Context: an optimization exercise on an open-source flow, tuned for small area, a short achievable clock period and few clock cycles per item. The choices shown serve that exercise and are no tape-out recipe.
Function was not checked in any run shown here: the RTL went through the layout flow alone.

File: design/flow/design.v
module bubbleSort #(
    parameter SIZE_DATA = 16,
    parameter NUM_VALS  = 8
)(
    input  logic                         i_clk,
    input  logic                         i_rst_n,
    input  logic                         i_start,
    input  logic [NUM_VALS-1:0][SIZE_DATA-1:0]    i_data,
    output logic [NUM_VALS-1:0][SIZE_DATA-1:0]    o_data,
    output logic                         o_done
);
    logic [2:0] valid;
    always_ff @(posedge i_clk or negedge i_rst_n) begin
        if (!i_rst_n)
            valid <= '0;
        else
            valid <= {valid[1:0], i_start};
    end
    assign o_done = valid[2];
    logic [1:0] s1_02, sn1_02;
    bs_cmp_00_x2 c1_02 (.a(i_data[0]), .b(i_data[2]), .s(s1_02), .sn(sn1_02));
    logic [1:0] s1_13, sn1_13;
    bs_cmp_00_x2 c1_13 (.a(i_data[1]), .b(i_data[3]), .s(s1_13), .sn(sn1_13));
    logic [1:0] s1_46, sn1_46;
    bs_cmp_00_x2 c1_46 (.a(i_data[4]), .b(i_data[6]), .s(s1_46), .sn(sn1_46));
    logic [1:0] s1_57, sn1_57;
    bs_cmp_00_x2 c1_57 (.a(i_data[5]), .b(i_data[7]), .s(s1_57), .sn(sn1_57));
    logic [SIZE_DATA-1:0] k1_0, k1_2;
    bs_swap_00011_x2 x1_02 (.a(i_data[0]), .b(i_data[2]), .s(s1_02), .sn(sn1_02), .lo(k1_0), .hi(k1_2));
    logic [SIZE_DATA-1:0] k1_1, k1_3;
    bs_swap_00000_x2 x1_13 (.a(i_data[1]), .b(i_data[3]), .s(s1_13), .sn(sn1_13), .lo(k1_1), .hi(k1_3));
    logic [SIZE_DATA-1:0] k1_4, k1_6;
    bs_swap_00011_x2 x1_46 (.a(i_data[4]), .b(i_data[6]), .s(s1_46), .sn(sn1_46), .lo(k1_4), .hi(k1_6));
    logic [SIZE_DATA-1:0] k1_5, k1_7;
    bs_swap_00011_x2 x1_57 (.a(i_data[5]), .b(i_data[7]), .s(s1_57), .sn(sn1_57), .lo(k1_5), .hi(k1_7));
    logic [SIZE_DATA-1:0] r0_0;
    logic [SIZE_DATA-1:0] r0_1;
    logic [SIZE_DATA-1:0] r0_2;
    logic [SIZE_DATA-1:0] r0_3;
    logic [SIZE_DATA-1:0] r0_4;
    logic [SIZE_DATA-1:0] r0_5;
    logic [SIZE_DATA-1:0] r0_6;
    logic [SIZE_DATA-1:0] r0_7;
    always_ff @(posedge i_clk) begin
        r0_0 <= k1_0;
        r0_1 <= k1_1;
        r0_2 <= k1_2;
        r0_3 <= k1_3;
        r0_4 <= k1_4;
        r0_5 <= k1_5;
        r0_6 <= k1_6;
        r0_7 <= k1_7;
    end
    logic [1:0] s2_04, sn2_04;
    bs_cmp_11_x2 c2_04 (.a(r0_0), .b(r0_4), .s(s2_04), .sn(sn2_04));
    logic [1:0] s2_15, sn2_15;
    bs_cmp_01_x2 c2_15 (.a(r0_1), .b(r0_5), .s(s2_15), .sn(sn2_15));
    logic [1:0] s2_26, sn2_26;
    bs_cmp_11_x2 c2_26 (.a(r0_2), .b(r0_6), .s(s2_26), .sn(sn2_26));
    logic [1:0] s2_37, sn2_37;
    bs_cmp_01_x2 c2_37 (.a(r0_3), .b(r0_7), .s(s2_37), .sn(sn2_37));
    logic [SIZE_DATA-1:0] k2_0, k2_4;
    bs_swap_11100_x2 x2_04 (.a(r0_0), .b(r0_4), .s(s2_04), .sn(sn2_04), .lo(k2_0), .hi(k2_4));
    logic [SIZE_DATA-1:0] k2_1, k2_5;
    bs_swap_01011_x2 x2_15 (.a(r0_1), .b(r0_5), .s(s2_15), .sn(sn2_15), .lo(k2_1), .hi(k2_5));
    logic [SIZE_DATA-1:0] k2_2, k2_6;
    bs_swap_11100_x2 x2_26 (.a(r0_2), .b(r0_6), .s(s2_26), .sn(sn2_26), .lo(k2_2), .hi(k2_6));
    logic [SIZE_DATA-1:0] k2_3, k2_7;
    bs_swap_01011_x2 x2_37 (.a(r0_3), .b(r0_7), .s(s2_37), .sn(sn2_37), .lo(k2_3), .hi(k2_7));
    logic [1:0] s3_01, sn3_01;
    bs_cmp_01_x2 c3_01 (.a(k2_0), .b(k2_1), .s(s3_01), .sn(sn3_01));
    logic [1:0] s3_23, sn3_23;
    bs_cmp_01_x2 c3_23 (.a(k2_2), .b(k2_3), .s(s3_23), .sn(sn3_23));
    logic [1:0] s3_45, sn3_45;
    bs_cmp_01_x2 c3_45 (.a(k2_4), .b(k2_5), .s(s3_45), .sn(sn3_45));
    logic [1:0] s3_67, sn3_67;
    bs_cmp_01_x2 c3_67 (.a(k2_6), .b(k2_7), .s(s3_67), .sn(sn3_67));
    logic [SIZE_DATA-1:0] k3_0, k3_1;
    bs_swap_01100_x2 x3_01 (.a(k2_0), .b(k2_1), .s(s3_01), .sn(sn3_01), .lo(k3_0), .hi(k3_1));
    logic [SIZE_DATA-1:0] k3_2, k3_3;
    bs_swap_01100_x2 x3_23 (.a(k2_2), .b(k2_3), .s(s3_23), .sn(sn3_23), .lo(k3_2), .hi(k3_3));
    logic [SIZE_DATA-1:0] k3_4, k3_5;
    bs_swap_01011_x2 x3_45 (.a(k2_4), .b(k2_5), .s(s3_45), .sn(sn3_45), .lo(k3_4), .hi(k3_5));
    logic [SIZE_DATA-1:0] k3_6, k3_7;
    bs_swap_01100_x2 x3_67 (.a(k2_6), .b(k2_7), .s(s3_67), .sn(sn3_67), .lo(k3_6), .hi(k3_7));
    logic [0:0] s4_24, sn4_24;
    bs_cmp_01 c4_24 (.a(k3_2), .b(k3_4), .s(s4_24), .sn(sn4_24));
    logic [0:0] s4_35, sn4_35;
    bs_cmp_01 c4_35 (.a(k3_3), .b(k3_5), .s(s4_35), .sn(sn4_35));
    logic [SIZE_DATA-1:0] r1_0;
    logic [SIZE_DATA-1:0] r1_1;
    logic [SIZE_DATA-1:0] r1_2;
    logic [SIZE_DATA-1:0] r1_3;
    logic [SIZE_DATA-1:0] r1_4;
    logic [SIZE_DATA-1:0] r1_5;
    logic [SIZE_DATA-1:0] r1_6;
    logic [SIZE_DATA-1:0] r1_7;
    logic r1_s4_24;
    logic r1_sn4_24;
    logic r1_s4_35;
    logic r1_sn4_35;
    always_ff @(posedge i_clk) begin
        r1_0 <= k3_0;
        r1_1 <= k3_1;
        r1_2 <= k3_2;
        r1_3 <= k3_3;
        r1_4 <= k3_4;
        r1_5 <= k3_5;
        r1_6 <= k3_6;
        r1_7 <= k3_7;
        r1_s4_24 <= s4_24;
        r1_sn4_24 <= sn4_24;
        r1_s4_35 <= s4_35;
        r1_sn4_35 <= sn4_35;
    end
    logic [SIZE_DATA-1:0] k4_2, k4_4;
    bs_swap_01011 x4_24 (.a(r1_2), .b(r1_4), .s(r1_s4_24), .sn(r1_sn4_24), .lo(k4_2), .hi(k4_4));
    logic [SIZE_DATA-1:0] k4_3, k4_5;
    bs_swap_01100 x4_35 (.a(r1_3), .b(r1_5), .s(r1_s4_35), .sn(r1_sn4_35), .lo(k4_3), .hi(k4_5));
    logic [1:0] s5_14, sn5_14;
    bs_cmp_01_x2 c5_14 (.a(r1_1), .b(k4_4), .s(s5_14), .sn(sn5_14));
    logic [1:0] s5_36, sn5_36;
    bs_cmp_00_x2 c5_36 (.a(k4_3), .b(r1_6), .s(s5_36), .sn(sn5_36));
    logic [SIZE_DATA-1:0] k5_1, k5_4;
    bs_swap_01100_x2 x5_14 (.a(r1_1), .b(k4_4), .s(s5_14), .sn(sn5_14), .lo(k5_1), .hi(k5_4));
    logic [SIZE_DATA-1:0] k5_3, k5_6;
    bs_swap_00011_x2 x5_36 (.a(k4_3), .b(r1_6), .s(s5_36), .sn(sn5_36), .lo(k5_3), .hi(k5_6));
    logic [1:0] s6_12, sn6_12;
    bs_cmp_01_x2 c6_12 (.a(k5_1), .b(k4_2), .s(s6_12), .sn(sn6_12));
    logic [1:0] s6_34, sn6_34;
    bs_cmp_10_x2 c6_34 (.a(k5_3), .b(k5_4), .s(s6_34), .sn(sn6_34));
    logic [1:0] s6_56, sn6_56;
    bs_cmp_01_x2 c6_56 (.a(k4_5), .b(k5_6), .s(s6_56), .sn(sn6_56));
    logic [SIZE_DATA-1:0] k6_1, k6_2;
    bs_swap_01100_x2 x6_12 (.a(k5_1), .b(k4_2), .s(s6_12), .sn(sn6_12), .lo(k6_1), .hi(k6_2));
    logic [SIZE_DATA-1:0] k6_3, k6_4;
    bs_swap_10100_x2 x6_34 (.a(k5_3), .b(k5_4), .s(s6_34), .sn(sn6_34), .lo(k6_3), .hi(k6_4));
    logic [SIZE_DATA-1:0] k6_5, k6_6;
    bs_swap_01100_x2 x6_56 (.a(k4_5), .b(k5_6), .s(s6_56), .sn(sn6_56), .lo(k6_5), .hi(k6_6));
    logic [SIZE_DATA-1:0] r2_0;
    logic [SIZE_DATA-1:0] r2_1;
    logic [SIZE_DATA-1:0] r2_2;
    logic [SIZE_DATA-1:0] r2_3;
    logic [SIZE_DATA-1:0] r2_4;
    logic [SIZE_DATA-1:0] r2_5;
    logic [SIZE_DATA-1:0] r2_6;
    logic [SIZE_DATA-1:0] r2_7;
    always_ff @(posedge i_clk) begin
        r2_0 <= r1_0;
        r2_1 <= k6_1;
        r2_2 <= k6_2;
        r2_3 <= k6_3;
        r2_4 <= k6_4;
        r2_5 <= k6_5;
        r2_6 <= k6_6;
        r2_7 <= r1_7;
    end
    assign o_data[0] = r2_0;
    assign o_data[1] = r2_1;
    assign o_data[2] = r2_2;
    assign o_data[3] = r2_3;
    assign o_data[4] = r2_4;
    assign o_data[5] = r2_5;
    assign o_data[6] = r2_6;
    assign o_data[7] = r2_7;
endmodule
module bs_cmp_00_x2 (
    input  logic [15:0] a,
    input  logic [15:0] b,
    output logic [1:0]  s,
    output logic [1:0]  sn
);
    logic [15:0] bi;
    for (genvar i = 0; i < 16; i++) begin : ib
        bs_inv u (.A(b[i]), .Y(bi[i]));
    end
    logic [15:0] g0, p0;
    for (genvar i = 0; i < 16; i++) begin : lf
        bs_nand2 ug (.A(a[i]), .B(bi[i]), .Y(g0[i]));
        if (i > 0) begin : pp
            bs_nor2 up (.A(a[i]), .B(bi[i]), .Y(p0[i]));
        end else begin : np
            assign p0[i] = 1'b0;
        end
    end
    logic [7:0] g1, p1;
    for (genvar i = 0; i < 8; i++) begin : t1
        bs_o21ai ug (.A1(p0[2*i+1]), .A2(g0[2*i]), .B1(g0[2*i+1]), .Y(g1[i]));
        if (i > 0) begin : pp
            bs_nor2 up (.A(p0[2*i+1]), .B(p0[2*i]), .Y(p1[i]));
        end else begin : np
            assign p1[i] = 1'b0;
        end
    end
    logic [3:0] g2, p2;
    for (genvar i = 0; i < 4; i++) begin : t2
        bs_a21oi ug (.A1(p1[2*i+1]), .A2(g1[2*i]), .B1(g1[2*i+1]), .Y(g2[i]));
        if (i > 0) begin : pp
            bs_nand2 up (.A(p1[2*i+1]), .B(p1[2*i]), .Y(p2[i]));
        end else begin : np
            assign p2[i] = 1'b0;
        end
    end
    logic [1:0] g3, p3;
    for (genvar i = 0; i < 2; i++) begin : t3
        bs_o21ai ug (.A1(p2[2*i+1]), .A2(g2[2*i]), .B1(g2[2*i+1]), .Y(g3[i]));
        if (i > 0) begin : pp
            bs_nor2 up (.A(p2[2*i+1]), .B(p2[2*i]), .Y(p3[i]));
        end else begin : np
            assign p3[i] = 1'b0;
        end
    end
    bs_a21o urp0 (.A1(p3[1]), .A2(g3[0]), .B1(g3[1]), .X(s[0]));
    bs_a21oi urn0 (.A1(p3[1]), .A2(g3[0]), .B1(g3[1]), .Y(sn[0]));
    bs_a21o urp1 (.A1(p3[1]), .A2(g3[0]), .B1(g3[1]), .X(s[1]));
    bs_a21oi urn1 (.A1(p3[1]), .A2(g3[0]), .B1(g3[1]), .Y(sn[1]));
endmodule
module bs_swap_00011_x2 (
    input  logic [15:0] a,
    input  logic [15:0] b,
    input  logic [1:0]  s,
    input  logic [1:0]  sn,
    output logic [15:0] lo,
    output logic [15:0] hi
);
    for (genvar i = 0; i < 16; i++) begin : bit_
        bs_o22ai ulo (.A1(a[i]), .A2(s[i/8]), .B1(b[i]), .B2(sn[i/8]), .Y(lo[i]));
        bs_o22ai uhi (.A1(b[i]), .A2(s[i/8]), .B1(a[i]), .B2(sn[i/8]), .Y(hi[i]));
    end
endmodule
module bs_swap_00000_x2 (
    input  logic [15:0] a,
    input  logic [15:0] b,
    input  logic [1:0]  s,
    input  logic [1:0]  sn,
    output logic [15:0] lo,
    output logic [15:0] hi
);
    for (genvar i = 0; i < 16; i++) begin : bit_
        bs_a22o ulo (.A1(b[i]), .A2(s[i/8]), .B1(a[i]), .B2(sn[i/8]), .X(lo[i]));
        bs_a22o uhi (.A1(a[i]), .A2(s[i/8]), .B1(b[i]), .B2(sn[i/8]), .X(hi[i]));
    end
endmodule
module bs_cmp_11_x2 (
    input  logic [15:0] a,
    input  logic [15:0] b,
    output logic [1:0]  s,
    output logic [1:0]  sn
);
    logic [15:0] bi;
    for (genvar i = 0; i < 16; i++) begin : ib
        bs_inv u (.A(b[i]), .Y(bi[i]));
    end
    logic [15:0] g0, p0;
    for (genvar i = 0; i < 16; i++) begin : lf
        bs_nor2 ug (.A(a[i]), .B(bi[i]), .Y(g0[i]));
        if (i > 0) begin : pp
            bs_nand2 up (.A(a[i]), .B(bi[i]), .Y(p0[i]));
        end else begin : np
            assign p0[i] = 1'b0;
        end
    end
    logic [7:0] g1, p1;
    for (genvar i = 0; i < 8; i++) begin : t1
        bs_a21oi ug (.A1(p0[2*i+1]), .A2(g0[2*i]), .B1(g0[2*i+1]), .Y(g1[i]));
        if (i > 0) begin : pp
            bs_nand2 up (.A(p0[2*i+1]), .B(p0[2*i]), .Y(p1[i]));
        end else begin : np
            assign p1[i] = 1'b0;
        end
    end
    logic [3:0] g2, p2;
    for (genvar i = 0; i < 4; i++) begin : t2
        bs_o21ai ug (.A1(p1[2*i+1]), .A2(g1[2*i]), .B1(g1[2*i+1]), .Y(g2[i]));
        if (i > 0) begin : pp
            bs_nor2 up (.A(p1[2*i+1]), .B(p1[2*i]), .Y(p2[i]));
        end else begin : np
            assign p2[i] = 1'b0;
        end
    end
    logic [1:0] g3, p3;
    for (genvar i = 0; i < 2; i++) begin : t3
        bs_a21oi ug (.A1(p2[2*i+1]), .A2(g2[2*i]), .B1(g2[2*i+1]), .Y(g3[i]));
        if (i > 0) begin : pp
            bs_nand2 up (.A(p2[2*i+1]), .B(p2[2*i]), .Y(p3[i]));
        end else begin : np
            assign p3[i] = 1'b0;
        end
    end
    bs_o21ai urp0 (.A1(p3[1]), .A2(g3[0]), .B1(g3[1]), .Y(s[0]));
    bs_o21a urn0 (.A1(p3[1]), .A2(g3[0]), .B1(g3[1]), .X(sn[0]));
    bs_o21ai urp1 (.A1(p3[1]), .A2(g3[0]), .B1(g3[1]), .Y(s[1]));
    bs_o21a urn1 (.A1(p3[1]), .A2(g3[0]), .B1(g3[1]), .X(sn[1]));
endmodule
module bs_cmp_01_x2 (
    input  logic [15:0] a,
    input  logic [15:0] b,
    output logic [1:0]  s,
    output logic [1:0]  sn
);
    logic [15:0] g0, p0;
    for (genvar i = 0; i < 16; i++) begin : lf
        bs_nand2 ug (.A(a[i]), .B(b[i]), .Y(g0[i]));
        if (i > 0) begin : pp
            bs_nor2 up (.A(a[i]), .B(b[i]), .Y(p0[i]));
        end else begin : np
            assign p0[i] = 1'b0;
        end
    end
    logic [7:0] g1, p1;
    for (genvar i = 0; i < 8; i++) begin : t1
        bs_o21ai ug (.A1(p0[2*i+1]), .A2(g0[2*i]), .B1(g0[2*i+1]), .Y(g1[i]));
        if (i > 0) begin : pp
            bs_nor2 up (.A(p0[2*i+1]), .B(p0[2*i]), .Y(p1[i]));
        end else begin : np
            assign p1[i] = 1'b0;
        end
    end
    logic [3:0] g2, p2;
    for (genvar i = 0; i < 4; i++) begin : t2
        bs_a21oi ug (.A1(p1[2*i+1]), .A2(g1[2*i]), .B1(g1[2*i+1]), .Y(g2[i]));
        if (i > 0) begin : pp
            bs_nand2 up (.A(p1[2*i+1]), .B(p1[2*i]), .Y(p2[i]));
        end else begin : np
            assign p2[i] = 1'b0;
        end
    end
    logic [1:0] g3, p3;
    for (genvar i = 0; i < 2; i++) begin : t3
        bs_o21ai ug (.A1(p2[2*i+1]), .A2(g2[2*i]), .B1(g2[2*i+1]), .Y(g3[i]));
        if (i > 0) begin : pp
            bs_nor2 up (.A(p2[2*i+1]), .B(p2[2*i]), .Y(p3[i]));
        end else begin : np
            assign p3[i] = 1'b0;
        end
    end
    bs_a21o urp0 (.A1(p3[1]), .A2(g3[0]), .B1(g3[1]), .X(s[0]));
    bs_a21oi urn0 (.A1(p3[1]), .A2(g3[0]), .B1(g3[1]), .Y(sn[0]));
    bs_a21o urp1 (.A1(p3[1]), .A2(g3[0]), .B1(g3[1]), .X(s[1]));
    bs_a21oi urn1 (.A1(p3[1]), .A2(g3[0]), .B1(g3[1]), .Y(sn[1]));
endmodule
module bs_swap_11100_x2 (
    input  logic [15:0] a,
    input  logic [15:0] b,
    input  logic [1:0]  s,
    input  logic [1:0]  sn,
    output logic [15:0] lo,
    output logic [15:0] hi
);
    for (genvar i = 0; i < 16; i++) begin : bit_
        bs_o22ai ulo (.A1(a[i]), .A2(s[i/8]), .B1(b[i]), .B2(sn[i/8]), .Y(lo[i]));
        bs_o22ai uhi (.A1(b[i]), .A2(s[i/8]), .B1(a[i]), .B2(sn[i/8]), .Y(hi[i]));
    end
endmodule
module bs_swap_01011_x2 (
    input  logic [15:0] a,
    input  logic [15:0] b,
    input  logic [1:0]  s,
    input  logic [1:0]  sn,
    output logic [15:0] lo,
    output logic [15:0] hi
);
    for (genvar i = 0; i < 16; i++) begin : bit_
        logic bi;
        bs_inv ub (.A(b[i]), .Y(bi));
        bs_o22ai ulo (.A1(a[i]), .A2(s[i/8]), .B1(bi), .B2(sn[i/8]), .Y(lo[i]));
        bs_o22ai uhi (.A1(bi), .A2(s[i/8]), .B1(a[i]), .B2(sn[i/8]), .Y(hi[i]));
    end
endmodule
module bs_swap_01100_x2 (
    input  logic [15:0] a,
    input  logic [15:0] b,
    input  logic [1:0]  s,
    input  logic [1:0]  sn,
    output logic [15:0] lo,
    output logic [15:0] hi
);
    for (genvar i = 0; i < 16; i++) begin : bit_
        logic ai;
        bs_inv ua (.A(a[i]), .Y(ai));
        bs_o22ai ulo (.A1(ai), .A2(s[i/8]), .B1(b[i]), .B2(sn[i/8]), .Y(lo[i]));
        bs_o22ai uhi (.A1(b[i]), .A2(s[i/8]), .B1(ai), .B2(sn[i/8]), .Y(hi[i]));
    end
endmodule
module bs_cmp_01 (
    input  logic [15:0] a,
    input  logic [15:0] b,
    output logic [0:0]  s,
    output logic [0:0]  sn
);
    logic [15:0] g0, p0;
    for (genvar i = 0; i < 16; i++) begin : lf
        bs_nand2 ug (.A(a[i]), .B(b[i]), .Y(g0[i]));
        if (i > 0) begin : pp
            bs_nor2 up (.A(a[i]), .B(b[i]), .Y(p0[i]));
        end else begin : np
            assign p0[i] = 1'b0;
        end
    end
    logic [7:0] g1, p1;
    for (genvar i = 0; i < 8; i++) begin : t1
        bs_o21ai ug (.A1(p0[2*i+1]), .A2(g0[2*i]), .B1(g0[2*i+1]), .Y(g1[i]));
        if (i > 0) begin : pp
            bs_nor2 up (.A(p0[2*i+1]), .B(p0[2*i]), .Y(p1[i]));
        end else begin : np
            assign p1[i] = 1'b0;
        end
    end
    logic [3:0] g2, p2;
    for (genvar i = 0; i < 4; i++) begin : t2
        bs_a21oi ug (.A1(p1[2*i+1]), .A2(g1[2*i]), .B1(g1[2*i+1]), .Y(g2[i]));
        if (i > 0) begin : pp
            bs_nand2 up (.A(p1[2*i+1]), .B(p1[2*i]), .Y(p2[i]));
        end else begin : np
            assign p2[i] = 1'b0;
        end
    end
    logic [1:0] g3, p3;
    for (genvar i = 0; i < 2; i++) begin : t3
        bs_o21ai ug (.A1(p2[2*i+1]), .A2(g2[2*i]), .B1(g2[2*i+1]), .Y(g3[i]));
        if (i > 0) begin : pp
            bs_nor2 up (.A(p2[2*i+1]), .B(p2[2*i]), .Y(p3[i]));
        end else begin : np
            assign p3[i] = 1'b0;
        end
    end
    bs_a21o urp0 (.A1(p3[1]), .A2(g3[0]), .B1(g3[1]), .X(s[0]));
    bs_a21oi urn0 (.A1(p3[1]), .A2(g3[0]), .B1(g3[1]), .Y(sn[0]));
endmodule
module bs_swap_01011 (
    input  logic [15:0] a,
    input  logic [15:0] b,
    input  logic [0:0]  s,
    input  logic [0:0]  sn,
    output logic [15:0] lo,
    output logic [15:0] hi
);
    for (genvar i = 0; i < 16; i++) begin : bit_
        logic bi;
        bs_inv ub (.A(b[i]), .Y(bi));
        bs_o22ai ulo (.A1(a[i]), .A2(s[i/16]), .B1(bi), .B2(sn[i/16]), .Y(lo[i]));
        bs_o22ai uhi (.A1(bi), .A2(s[i/16]), .B1(a[i]), .B2(sn[i/16]), .Y(hi[i]));
    end
endmodule
module bs_swap_01100 (
    input  logic [15:0] a,
    input  logic [15:0] b,
    input  logic [0:0]  s,
    input  logic [0:0]  sn,
    output logic [15:0] lo,
    output logic [15:0] hi
);
    for (genvar i = 0; i < 16; i++) begin : bit_
        logic ai;
        bs_inv ua (.A(a[i]), .Y(ai));
        bs_o22ai ulo (.A1(ai), .A2(s[i/16]), .B1(b[i]), .B2(sn[i/16]), .Y(lo[i]));
        bs_o22ai uhi (.A1(b[i]), .A2(s[i/16]), .B1(ai), .B2(sn[i/16]), .Y(hi[i]));
    end
endmodule
module bs_cmp_10_x2 (
    input  logic [15:0] a,
    input  logic [15:0] b,
    output logic [1:0]  s,
    output logic [1:0]  sn
);
    logic [15:0] g0, p0;
    for (genvar i = 0; i < 16; i++) begin : lf
        bs_nor2 ug (.A(a[i]), .B(b[i]), .Y(g0[i]));
        if (i > 0) begin : pp
            bs_nand2 up (.A(a[i]), .B(b[i]), .Y(p0[i]));
        end else begin : np
            assign p0[i] = 1'b0;
        end
    end
    logic [7:0] g1, p1;
    for (genvar i = 0; i < 8; i++) begin : t1
        bs_a21oi ug (.A1(p0[2*i+1]), .A2(g0[2*i]), .B1(g0[2*i+1]), .Y(g1[i]));
        if (i > 0) begin : pp
            bs_nand2 up (.A(p0[2*i+1]), .B(p0[2*i]), .Y(p1[i]));
        end else begin : np
            assign p1[i] = 1'b0;
        end
    end
    logic [3:0] g2, p2;
    for (genvar i = 0; i < 4; i++) begin : t2
        bs_o21ai ug (.A1(p1[2*i+1]), .A2(g1[2*i]), .B1(g1[2*i+1]), .Y(g2[i]));
        if (i > 0) begin : pp
            bs_nor2 up (.A(p1[2*i+1]), .B(p1[2*i]), .Y(p2[i]));
        end else begin : np
            assign p2[i] = 1'b0;
        end
    end
    logic [1:0] g3, p3;
    for (genvar i = 0; i < 2; i++) begin : t3
        bs_a21oi ug (.A1(p2[2*i+1]), .A2(g2[2*i]), .B1(g2[2*i+1]), .Y(g3[i]));
        if (i > 0) begin : pp
            bs_nand2 up (.A(p2[2*i+1]), .B(p2[2*i]), .Y(p3[i]));
        end else begin : np
            assign p3[i] = 1'b0;
        end
    end
    bs_o21ai urp0 (.A1(p3[1]), .A2(g3[0]), .B1(g3[1]), .Y(s[0]));
    bs_o21a urn0 (.A1(p3[1]), .A2(g3[0]), .B1(g3[1]), .X(sn[0]));
    bs_o21ai urp1 (.A1(p3[1]), .A2(g3[0]), .B1(g3[1]), .Y(s[1]));
    bs_o21a urn1 (.A1(p3[1]), .A2(g3[0]), .B1(g3[1]), .X(sn[1]));
endmodule
module bs_swap_10100_x2 (
    input  logic [15:0] a,
    input  logic [15:0] b,
    input  logic [1:0]  s,
    input  logic [1:0]  sn,
    output logic [15:0] lo,
    output logic [15:0] hi
);
    for (genvar i = 0; i < 16; i++) begin : bit_
        logic bi;
        bs_inv ub (.A(b[i]), .Y(bi));
        bs_o22ai ulo (.A1(a[i]), .A2(s[i/8]), .B1(bi), .B2(sn[i/8]), .Y(lo[i]));
        bs_o22ai uhi (.A1(bi), .A2(s[i/8]), .B1(a[i]), .B2(sn[i/8]), .Y(hi[i]));
    end
endmodule
module bs_inv (
    input  logic A,
    output logic Y
);
    assign Y = ~A;
endmodule
module bs_nand2 (
    input  logic A,
    input  logic B,
    output logic Y
);
    assign Y = ~(A & B);
endmodule
module bs_nor2 (
    input  logic A,
    input  logic B,
    output logic Y
);
    assign Y = ~(A | B);
endmodule
module bs_nand2b (
    input  logic A_N,
    input  logic B,
    output logic Y
);
    assign Y = A_N | ~B;
endmodule
module bs_nor2b (
    input  logic A,
    input  logic B_N,
    output logic Y
);
    assign Y = ~A & B_N;
endmodule
module bs_a21oi (
    input  logic A1,
    input  logic A2,
    input  logic B1,
    output logic Y
);
    assign Y = ~((A1 & A2) | B1);
endmodule
module bs_o21ai (
    input  logic A1,
    input  logic A2,
    input  logic B1,
    output logic Y
);
    assign Y = ~((A1 | A2) & B1);
endmodule
module bs_a21o (
    input  logic A1,
    input  logic A2,
    input  logic B1,
    output logic X
);
    assign X = (A1 & A2) | B1;
endmodule
module bs_o21a (
    input  logic A1,
    input  logic A2,
    input  logic B1,
    output logic X
);
    assign X = (A1 | A2) & B1;
endmodule
module bs_o22ai (
    input  logic A1,
    input  logic A2,
    input  logic B1,
    input  logic B2,
    output logic Y
);
    assign Y = ~((A1 | A2) & (B1 | B2));
endmodule
module bs_a22o (
    input  logic A1,
    input  logic A2,
    input  logic B1,
    input  logic B2,
    output logic X
);
    assign X = (A1 & A2) | (B1 & B2);
endmodule
module bs_o2bb2ai (
    input  logic A1_N,
    input  logic A2_N,
    input  logic B1,
    input  logic B2,
    output logic Y
);
    assign Y = (A1_N & A2_N) | (~B1 & ~B2);
endmodule
File: design/flow/flow/run.sh
#!/bin/bash
# Layout flow: the standard ORFS flow (standard.sh) with these changes:
#  - synthesis: if flow/cells_map.v exists, the design's gate-level leaf
#    modules (bs_*) are mapped onto the sky130hd cells of the same function
#    before the rest of synth_recipe.tcl runs; the remaining logic is mapped
#    with flow/abc.script instead of ORFS's abc_area.script. The register
#    mapping is unchanged.
#  - the make variables in flow/make_vars.txt (one VAR=value per line) are
#    added to the make command line, e.g. a larger SETUP_SLACK_MARGIN so
#    repair_timing sizes and buffers the critical paths.
# Each tool's log stays in orfs/logs/; the make output goes to standard_custom.log.
set -euo pipefail
HERE=$(pwd)
cp "$FLOW_HOME/scripts/synth.tcl" synth_abc.tcl
sed -i "s|^source \$::env(SCRIPTS_DIR)/synth_preamble.tcl|&\nset abc_args [lreplace \$abc_args 1 1 $HERE/flow/abc.script]|" synth_abc.tcl
if [[ -f flow/cells_map.v ]]; then
  sed -i "0,/^hierarchy -check -top \$::env(DESIGN_NAME)/s||&\ntechmap -map $HERE/flow/cells_map.v|" synth_abc.tcl
fi
sed "s|\$::env(SCRIPTS_DIR)/synth.tcl|$HERE/synth_abc.tcl|" synth_recipe.tcl > synth_recipe_abc.tcl
EXTRA=""
while IFS= read -r line; do
  [[ -z "$line" || "$line" == \#* ]] && continue
  EXTRA="$EXTRA '$line'"
done < flow/make_vars.txt
sed -e "s|SYNTH_SCRIPT=[^ ]*|SYNTH_SCRIPT=$HERE/synth_recipe_abc.tcl|" \
    -e "s|\"\${@:-finish}\"|$EXTRA &|" standard.sh > standard_custom.sh
bash standard_custom.sh "$@" > standard_custom.log 2>&1
File: design/flow/flow/abc.script
strash
dch
map -B 0.9
topo
stime -c
buffer -c
upsize -c
dnsize -c
File: design/flow/flow/cells_map.v
// Maps the design's gate-level leaf modules (bs_*) onto the sky130hd cells
// of the same function, drive strength 1.

module bs_inv (A, Y);
    input A;
    output Y;
    sky130_fd_sc_hd__inv_1 _TECHMAP_REPLACE_ (.A(A), .Y(Y));
endmodule

module bs_nand2 (A, B, Y);
    input A, B;
    output Y;
    sky130_fd_sc_hd__nand2_1 _TECHMAP_REPLACE_ (.A(A), .B(B), .Y(Y));
endmodule

module bs_nor2 (A, B, Y);
    input A, B;
    output Y;
    sky130_fd_sc_hd__nor2_1 _TECHMAP_REPLACE_ (.A(A), .B(B), .Y(Y));
endmodule

module bs_nand2b (A_N, B, Y);
    input A_N, B;
    output Y;
    sky130_fd_sc_hd__nand2b_1 _TECHMAP_REPLACE_ (.A_N(A_N), .B(B), .Y(Y));
endmodule

module bs_nor2b (A, B_N, Y);
    input A, B_N;
    output Y;
    sky130_fd_sc_hd__nor2b_1 _TECHMAP_REPLACE_ (.A(A), .B_N(B_N), .Y(Y));
endmodule

module bs_a21oi (A1, A2, B1, Y);
    input A1, A2, B1;
    output Y;
    sky130_fd_sc_hd__a21oi_1 _TECHMAP_REPLACE_ (.A1(A1), .A2(A2), .B1(B1), .Y(Y));
endmodule

module bs_o21ai (A1, A2, B1, Y);
    input A1, A2, B1;
    output Y;
    sky130_fd_sc_hd__o21ai_1 _TECHMAP_REPLACE_ (.A1(A1), .A2(A2), .B1(B1), .Y(Y));
endmodule

module bs_a21o (A1, A2, B1, X);
    input A1, A2, B1;
    output X;
    sky130_fd_sc_hd__a21o_1 _TECHMAP_REPLACE_ (.A1(A1), .A2(A2), .B1(B1), .X(X));
endmodule

module bs_o21a (A1, A2, B1, X);
    input A1, A2, B1;
    output X;
    sky130_fd_sc_hd__o21a_1 _TECHMAP_REPLACE_ (.A1(A1), .A2(A2), .B1(B1), .X(X));
endmodule

module bs_o22ai (A1, A2, B1, B2, Y);
    input A1, A2, B1, B2;
    output Y;
    sky130_fd_sc_hd__o22ai_1 _TECHMAP_REPLACE_ (.A1(A1), .A2(A2), .B1(B1), .B2(B2), .Y(Y));
endmodule

module bs_a22o (A1, A2, B1, B2, X);
    input A1, A2, B1, B2;
    output X;
    sky130_fd_sc_hd__a22o_1 _TECHMAP_REPLACE_ (.A1(A1), .A2(A2), .B1(B1), .B2(B2), .X(X));
endmodule

module bs_o2bb2ai (A1_N, A2_N, B1, B2, Y);
    input A1_N, A2_N, B1, B2;
    output Y;
    sky130_fd_sc_hd__o2bb2ai_1 _TECHMAP_REPLACE_ (.A1_N(A1_N), .A2_N(A2_N), .B1(B1), .B2(B2), .Y(Y));
endmodule
module bs_or2 (A, B, X);
    input A, B;
    output X;
    sky130_fd_sc_hd__or2_1 _TECHMAP_REPLACE_ (.A(A), .B(B), .X(X));
endmodule

module bs_a222oi (A1, A2, B1, B2, C1, C2, Y);
    input A1, A2, B1, B2, C1, C2;
    output Y;
    sky130_fd_sc_hd__a222oi_1 _TECHMAP_REPLACE_ (.A1(A1), .A2(A2), .B1(B1), .B2(B2), .C1(C1), .C2(C2), .Y(Y));
endmodule

module bs_nor3 (A, B, C, Y);
    input A, B, C;
    output Y;
    sky130_fd_sc_hd__nor3_1 _TECHMAP_REPLACE_ (.A(A), .B(B), .C(C), .Y(Y));
endmodule

module bs_nor4 (A, B, C, D, Y);
    input A, B, C, D;
    output Y;
    sky130_fd_sc_hd__nor4_1 _TECHMAP_REPLACE_ (.A(A), .B(B), .C(C), .D(D), .Y(Y));
endmodule
File: design/flow/flow/make_vars.txt
SETUP_SLACK_MARGIN=10.6
BUFFER_PORTS_ARGS=-buffer_cell sky130_fd_sc_hd__buf_1
CTS_ARGS=-sink_clustering_enable -repair_clock_nets -dont_use_dummy_load -buf_list {sky130_fd_sc_hd__clkbuf_8} -sink_clustering_size 20 -sink_clustering_max_diameter 60
File: design/flow/standard.sh
#!/bin/bash
# synth_recipe.tcl (not shown) runs the flow's synth.tcl, then flattens the netlist and writes it again
# the make line also repeats each setting of config.mk as NAME=value (left out here)
make -C /OpenROAD-flow-scripts/flow DESIGN_CONFIG=/design/flow/config.mk WORK_HOME=/design/flow/orfs CLKGATE_MAP_FILE= SYNTH_SCRIPT=/design/flow/synth_recipe.tcl "${@:-finish}"
File: design/flow/config.mk
export PLATFORM = sky130hd
export DESIGN_NAME = bubbleSort
export DESIGN_NICKNAME = bubbleSort
export VERILOG_FILES = /design/flow/design.v
export SDC_FILE = /design/flow/constraint.sdc
export NUM_CORES = 8
export LEC_CHECK = 0
export ABC_AREA = 1
export CAP_MARGIN = 50
export CORE_MARGIN = 2
export CORE_UTILIZATION = 40
export SLEW_MARGIN = 50
File: design/flow/constraint.sdc
create_clock -name core_clock -period 15.0 [get_ports {i_clk}]
set_input_delay 3.0000 -clock core_clock [delete_from_list [all_inputs] [get_ports {i_clk}]]
set_output_delay 3.0000 -clock core_clock [all_outputs]
set_load 0.01 [all_outputs]
==> results.tsv, run 1 <==
stage	metric	value	unit
outcome	status	complete, no violations	
cells_and_area	Nets	2867	
place	placed instance area	0.0195	mm^2
timing	Tmin final	4240	ps
cells_and_area	diode count	0	
place	Routability Congestion	0.923	
clock_tree	CTS Root Cell	clkbuf_8	
floorplan	Die X	214	um
yosys	synthesized-area fraction occupied by adder cells	0	%
yosys	synth warn	1	
route	WL final	56700	um
floorplan	num ports	260	
cells_and_area	Finished Cell Area	0.0201	mm^2
timing	total negative slack	0	ps
cells_and_area	most common cell after layout, fill and taps aside	o22ai_1	
yosys	xor and xnor area share after synthesis	0	%
yosys	Seq/Total Area, Yosys	44.4	%
yosys	Syn Std Cell Area	0.0176	mm^2
yosys	Synth Area in Compound Gates	32.1	%
yosys	Yosys top cell by area	dfxtp_1	
route	Final ANT Viol Nets	0	
route	DR iter-0 viols	1446	
global_route	initial antenna violation count	0	
timing	fin. max-slew vios	0	
clock_tree	Clock Path Buffers	3	
timing	count of final setup violators	0	
clock_tree	Num CTS Buffers	34	
setup_path	worst path required time	15440	ps
yosys	post-synthesis mux area share	0	%
global_route	GR Overflow Total	0	
timing	Final Hold Fails	0	
floorplan	Starting Density	40.8	%
cells_and_area	ratio of cells with drive above 1 in the final layout	3.66	%
timing	f_max	0.236	GHz
setup_path	worst-path fanout max	16	
yosys	Mapped Cells	2439	
yosys	top post-synthesis cells by area	dfxtp_1 44%, o22ai_1 20%, nor2_1 9.0%, nand2_1 7.9%, inv_1 6.5%	
floorplan	DIE HEIGHT	214	um
worst_hold_path	Hold WC Path Type	register to register	
route	via count	18205	
setup_path	Crit Path Category	input pin to register	
setup_path	startpoint types	input pin	
cells_and_area	fillers	4379	
route	Routed WL per cell	17.1	um
floorplan	row count	76	
global_route	vias in the first global route	15715	
yosys	number of distinct library cells after synthesis	11	
floorplan	core area	0.0433	mm^2
clock_tree	clock sinks	391	
clock_tree	H-tree depth	2	
timing	Final Cycle Share	28.3	%
place	Buffers on Ports	259	
yosys	Synth top area share	44.0	%
global_route	pin count of the biggest net entering global routing	33	
clock_tree	worst skew pair latency	630	ps
yosys	Syn Area/Cell	7.23	um^2
timing	worst clock skew	98.8	ps
setup_path	Critical Path AT	4680	ps
floorplan	DIE AREA	0.0458	mm^2
global_route	first-pass GRT wire length	86900	um
route	vias per cell	5.49	
yosys	largest family of logic cells by synthesized area	compound AO/OA/AOI/OAI gates	
clock_tree	TritonCTS clock tree	done	
route	drt drc	0	
place	DPL Wire Length	46500	um
cells_and_area	commonest non-fill, non-tap cells in the layout	573 x o22ai_1, 422 x nor2_1, 384 x dfxtp_1	
timing	RSZ-0062 raised after global routing	true	
clock_tree	Worst-path clk slew	110	ps
timing	actual slew at the worst max-slew pin	708	ps
route	DRT Pass-1 Iters	6	
yosys	register bit total from synthesis	391	
global_route	Global Route Usage Sum	23.6	%
setup_path	Worst Setup End Kind	register	
yosys	Syn Nets	2570	
yosys	simple-gate portion of the synthesized area	17.0	%
flow_run	# Max-Cap Violations	0	
timing	Max transition margin	52.5	%
cells_and_area	Area growth syn-to-layout	14.1	%
what timing repair did:
item	4_1_cts	5_1_grt
hold buffers	0	0
endpoints found under the setup margin	0	132
setup buffers	0	0
hold endpoints to repair	0	0
resized for setup	0	39
cells by family (layout without fill, tap and decap cells):
family | after synthesis | in the layout
AO/OA/AOI/OAI | 946 | 946
buffers and inverters | 304 | 599
flip-flops | 391 | 391
AND/OR/NAND/NOR | 798 | 798
flip-flops by register name (all words and copies together) (netlist names), 16 cells and up:
register  flops
r2_7         16
r0_2         16
r2_0         16
r1_6         16
r0_3         16
r2_3         16
r0_6         16
r0_1         16
r1_7         16
r2_2         16
r1_2         16
r0_5         16
r2_6         16
r2_4         16
r1_0         16
r1_3         16
r2_1         16
r1_1         16
r1_5         16
r2_5         16
r0_0         16
r0_7         16
r1_4         16
r0_4         16
worst max-delay path, cell delays in order:
cell     delay [ps]
buf_1           130
inv_1            70
nor2_1          140
o21ai_1          90
a21oi_1         230
o21ai_1         250
a21oi_2         600
o22ai_1         160
per-stage QoR:
stage	util, %	hold slack, ps	std cells	worst slack, ps
final	46.5	287	3319	10760
after global placement	44.8	312	3285	9790
after CTS	46.1	296	3319	10600
after global routing	46.5	276	3319	10590
after detailed placement	45.0	312	3285	10120
after floorplan	-	310	2439	10620
Yosys cell counts:
master   instances
a22o_1          32
o21ai_1        178
a21o_1          30
nor2_1         425
dfrtp_1          3
o22ai_1        576
nand2_1        373
o21a_1           6
dfxtp_1        388
inv_1          304
a21oi_1        124
routing by layer:
| metal | GRT usage, % | part of all wire, % | vias to the layer above |
|---|---|---|---|
| met4 | 6.46 | 2.2 | 0 |
| met5 | 0 | 0 | - |
| met2 | 37.9 | 45 | 606 |
| li1 | - | - | 9249 |
| met3 | 3.08 | 6.4 | 62 |
| met1 | 33.3 | 47 | 8288 |
area by class of cell:
| cell class | count | area [um^2] | share of cell area (%) |
|---|---|---|---|
| multi-input cells | 1744 | 8950 | 44.4 |
| flip-flops and latches | 391 | 7860 | 39.0 |
| inverters | 304 | 1140 | 5.67 |
| well taps | 585 | 732 | 3.64 |
| clock buffers | 34 | 468 | 2.32 |
| repair buffers | 261 | 987 | 4.90 |
worst paths after layout:
kind / slack (ps) / from / end / depth (start not counted)
worst max-delay path: 10760 / i_data[99] / r0_6[10]$_DFF_P_ / 8
worst min-delay path: 290 / r1_0[14]$_DFF_P_ / r2_0[14]$_DFF_P_ / 0
worst max register to register: 10820 / r0_1[1]$_DFF_P_ / r1_sn4_35$_DFF_P_ / 17
worst min register to register: 290 / r1_0[14]$_DFF_P_ / r2_0[14]$_DFF_P_ / 0
max in group asynchronous: 12670 / i_rst_n / valid[0]$_DFF_PN0_ / 1
min in group asynchronous: 2180 / i_rst_n / valid[1]$_DFF_PN0_ / 1
==> run 2: changes to the inputs <==
==> design/flow/flow/make_vars.txt (replaced) <==
SETUP_SLACK_MARGIN=10.8
BUFFER_PORTS_ARGS=-buffer_cell sky130_fd_sc_hd__buf_1
CTS_ARGS=-sink_clustering_enable -repair_clock_nets -dont_use_dummy_load -buf_list {sky130_fd_sc_hd__clkbuf_8} -sink_clustering_size 20 -sink_clustering_max_diameter 60
==> run 2 against run 1 <==
Net effect: still clean; sequential cell count stayed put; register-to-register slack better by 240 ps; via count is 0.44% higher; first-iteration DRC count is 14% lower; cell count is 0.24% higher; synthesized cell count stayed put; global-route usage is 0.052 points higher; critical path type is now register to output pin; largest cell class unchanged; highest routed layer unchanged.
==> results.tsv, run 2 <==
stage	metric	value	unit
yosys	number of distinct library cells after synthesis	11	
timing	Final Hold Fails	0	
worst_hold_path	Hold Path Sink	r2_0[14]$_DFF_P_	
cells_and_area	Nets	2875	
route	DR iter-0 viols	1245	
clock_tree	CTS Root Cell	clkbuf_8	
route	drt drc	0	
clock_tree	Num CTS Buffers	34	
timing	Final Cycle Share	27.8	%
clock_tree	clock sinks	391	
yosys	simple-gate portion of the synthesized area	17.0	%
floorplan	core area	0.0433	mm^2
timing	Max transition margin	55.1	%
setup_path	Critical Path Stages	1	
timing	total negative slack	0	ps
flow_run	# Max-Cap Violations	0	
setup_path	slowest stage cell on the critical path	dfxtp_1	
clock_tree	H-tree depth	2	
timing	f_max	0.240	GHz
yosys	Synth Area in Compound Gates	32.1	%
yosys	Seq/Total Area, Yosys	44.4	%
clock_tree	worst skew pair latency	630	ps
global_route	Global Route Usage Sum	23.7	%
setup_path	reg2reg end	r1_s4_24$_DFF_P_	
route	vias per cell	5.50	
floorplan	Starting Density	40.8	%
yosys	register bit total from synthesis	391	
yosys	Mapped Cells	2439	
cells_and_area	commonest non-fill, non-tap cells in the layout	558 x o22ai_1, 417 x nor2_1, 384 x dfxtp_1	
route	Final ANT Viol Nets	0	
global_route	GR Overflow Total	0	
yosys	synthesized-area fraction occupied by adder cells	0	%
yosys	Syn Std Cell Area	0.0176	mm^2
route	Routed WL per cell	17.2	um
setup_path	worst-path fanout max	1	
yosys	Synth top area share	44.0	%
yosys	Yosys top cell by area	dfxtp_1	
outcome	status	complete, no violations	
global_route	met3 usage	3.12	%
global_route	pin count of the biggest net entering global routing	33	
setup_path	CP Launch Point	r2_0[8]$_DFF_P_	
worst_hold_path	min-delay src	r1_0[14]$_DFF_P_	
global_route	most used routing layer	met2	
timing	fin. max-slew vios	0	
yosys	top post-synthesis cells by area	dfxtp_1 44%, o22ai_1 20%, nor2_1 9.0%, nand2_1 7.9%, inv_1 6.5%	
timing	PnR worst setup slack	10820	ps
setup_path	worst path required time	12000	ps
route	DRT Pass-1 Iters	8	
yosys	Post-synth EDFFs	0	
setup_path	startpoint types	register	
place	Placed Cells	3285	
setup_path	worst reg2reg path depth	17	
global_route	GR Util met2	38.0	%
worst_hold_path	Hold Path Depth	0	
timing	Tmin final	4180	ps
floorplan	Die X	214	um
place	placed instance area	0.0195	mm^2
cells_and_area	Area growth syn-to-layout	16.4	%
yosys	largest family of logic cells by synthesized area	compound AO/OA/AOI/OAI gates	
setup_path	CP bufs+invs	1	
yosys	synth warn	1	
place	DPL Wire Length	46500	um
yosys	Syn Area/Cell	7.23	um^2
yosys	count leader, synth	o22ai_1	
place	Routability Congestion	0.923	
cells_and_area	fin cells	3327	
floorplan	DIE HEIGHT	214	um
cells_and_area	diode count	0	
route	WL final	57400	um
setup_path	crit path cell chain	buf_1	
yosys	post-synthesis mux area share	0	%
timing	worst clock skew	98.3	ps
global_route	initial antenna violation count	0	
worst_hold_path	Hold WC Path Type	register to register	
cells_and_area	ratio of cells with drive above 1 in the final layout	5.51	%
floorplan	num ports	260	
yosys	Synth Flop Type	dfxtp_1	
global_route	first-pass GRT wire length	87100	um
setup_path	critical path's largest stage delay	420	ps
setup_path	Crit Path Category	register to output pin	
setup_path	Top delay family on crit path	flip-flops	
route	via count	18286	
setup_path	Worst Setup End Kind	output pin	
setup_path	R2R Setup Slk	11060	ps
global_route	met1 GRT Util	33.4	%
place	pre-CTS WS	10120	ps
floorplan	row count	76	
global_route	vias in the first global route	15727	
clock_tree	Worst-path clk slew	110	ps
timing	count of final setup violators	0	
yosys	asr flop ratio synth	0.767	%
setup_path	FF-to-FF Start	r0_3[3]$_DFF_P_	
timing	actual slew at the worst max-slew pin	674	ps
cells_and_area	Util after Layout	47.5	%
clock_tree	Clock Path Buffers	3	
timing	RSZ-0062 raised after global routing	true	
yosys	xor and xnor area share after synthesis	0	%
floorplan	DIE AREA	0.0458	mm^2
setup_path	Critical Path AT	1180	ps
place	Buffers on Ports	259	
cells_and_area	most common cell after layout, fill and taps aside	o22ai_1	
yosys	Post-synth top cells	576 x o22ai_1, 425 x nor2_1, 388 x dfxtp_1	
cells_and_area	Finished Cell Area	0.0205	mm^2
yosys	Syn Nets	2570	
clock_tree	TritonCTS clock tree	done	
[run 2: cell counts after synthesis]
Identical to the previous run, type by type.
[run 2: how the worst max path moves through the flow]
stage / end / slack, ps
floorplan: r0_1[0]$_DFF_P_ / 10620
global placement: r0_6[7]$_DFF_P_ / 9790
detailed placement: r0_2[1]$_DFF_P_ / 10120
CTS: r0_0[10]$_DFF_P_ / 10800
global route: r2_4[4]$_DFF_P_ / 10740
finish: o_data[8] / 10820
[run 2: logic make-up (layout without fill, tap and decap cells)]
| group | after synthesis | in the layout |
|---|---|---|
| AO/OA/AOI/OAI | 946 | 949 |
| buffers and inverters | 304 | 604 |
| flip-flops | 391 | 391 |
| AND/OR/NAND/NOR | 798 | 798 |
[run 2: per-layer routing]
metal  vias up  share of wire, %
met3        75               6.4
met4         0               2.3
met5         -                 0
met1      8308                47
li1       9274                 -
met2       629                45
[run 2: per-stage QoR]
stage / hold slack, ps
floorplan: 310
global placement: 312
detailed placement: 312
CTS: 296
global route: 276
finish: 289
[run 2: repair_timing]
item / CTS / global route
setup buffers: 0 / 5
resized for setup: 16 / 92
hold buffers: 0 / 0
gates cloned: 0 / 3
pin swaps: 0 / 3
setup endpoints to repair: 9 / 175
[run 2: area by class of cell]
type	count	area, um^2
timing repair buffer	266	1030
tap	585	732
multi-input combinational	1747	9310
clock buffer	34	468
sequential	391	7860
inverter	304	1140
fill	4349	22700

[re-timing with driven ports]
Ports are ideal in the flow. The routed layouts listed here were re-timed in OpenROAD. Step 1, drivers: a clkbuf_16 drives i_clk and a buf_2 each remaining input, both assumed. Step 2 moves the port delays by t, midway between the first and last clock arrival at a register: inputs arrive t later, outputs are due t later. That takes back most of the time a late clock gives input paths. Slacks: no drivers / after step 1 / after step 2; pairs: no drivers / after step 1.
run	t (ns)	setup WS [ns]	worst register clock-pin slew, ns	pins driven straight from the clock port
run 1	0.631	10.758 / 10.788 / 10.157	0.11 / 0.11	1
run 2	0.631	10.825 / 10.773 / 10.267	0.11 / 0.11	1
After both steps every run listed still meets setup and hold. The setup slack of run 1, which loses most, moves by +0.030 ns with the drivers and by -0.601 ns with both steps.
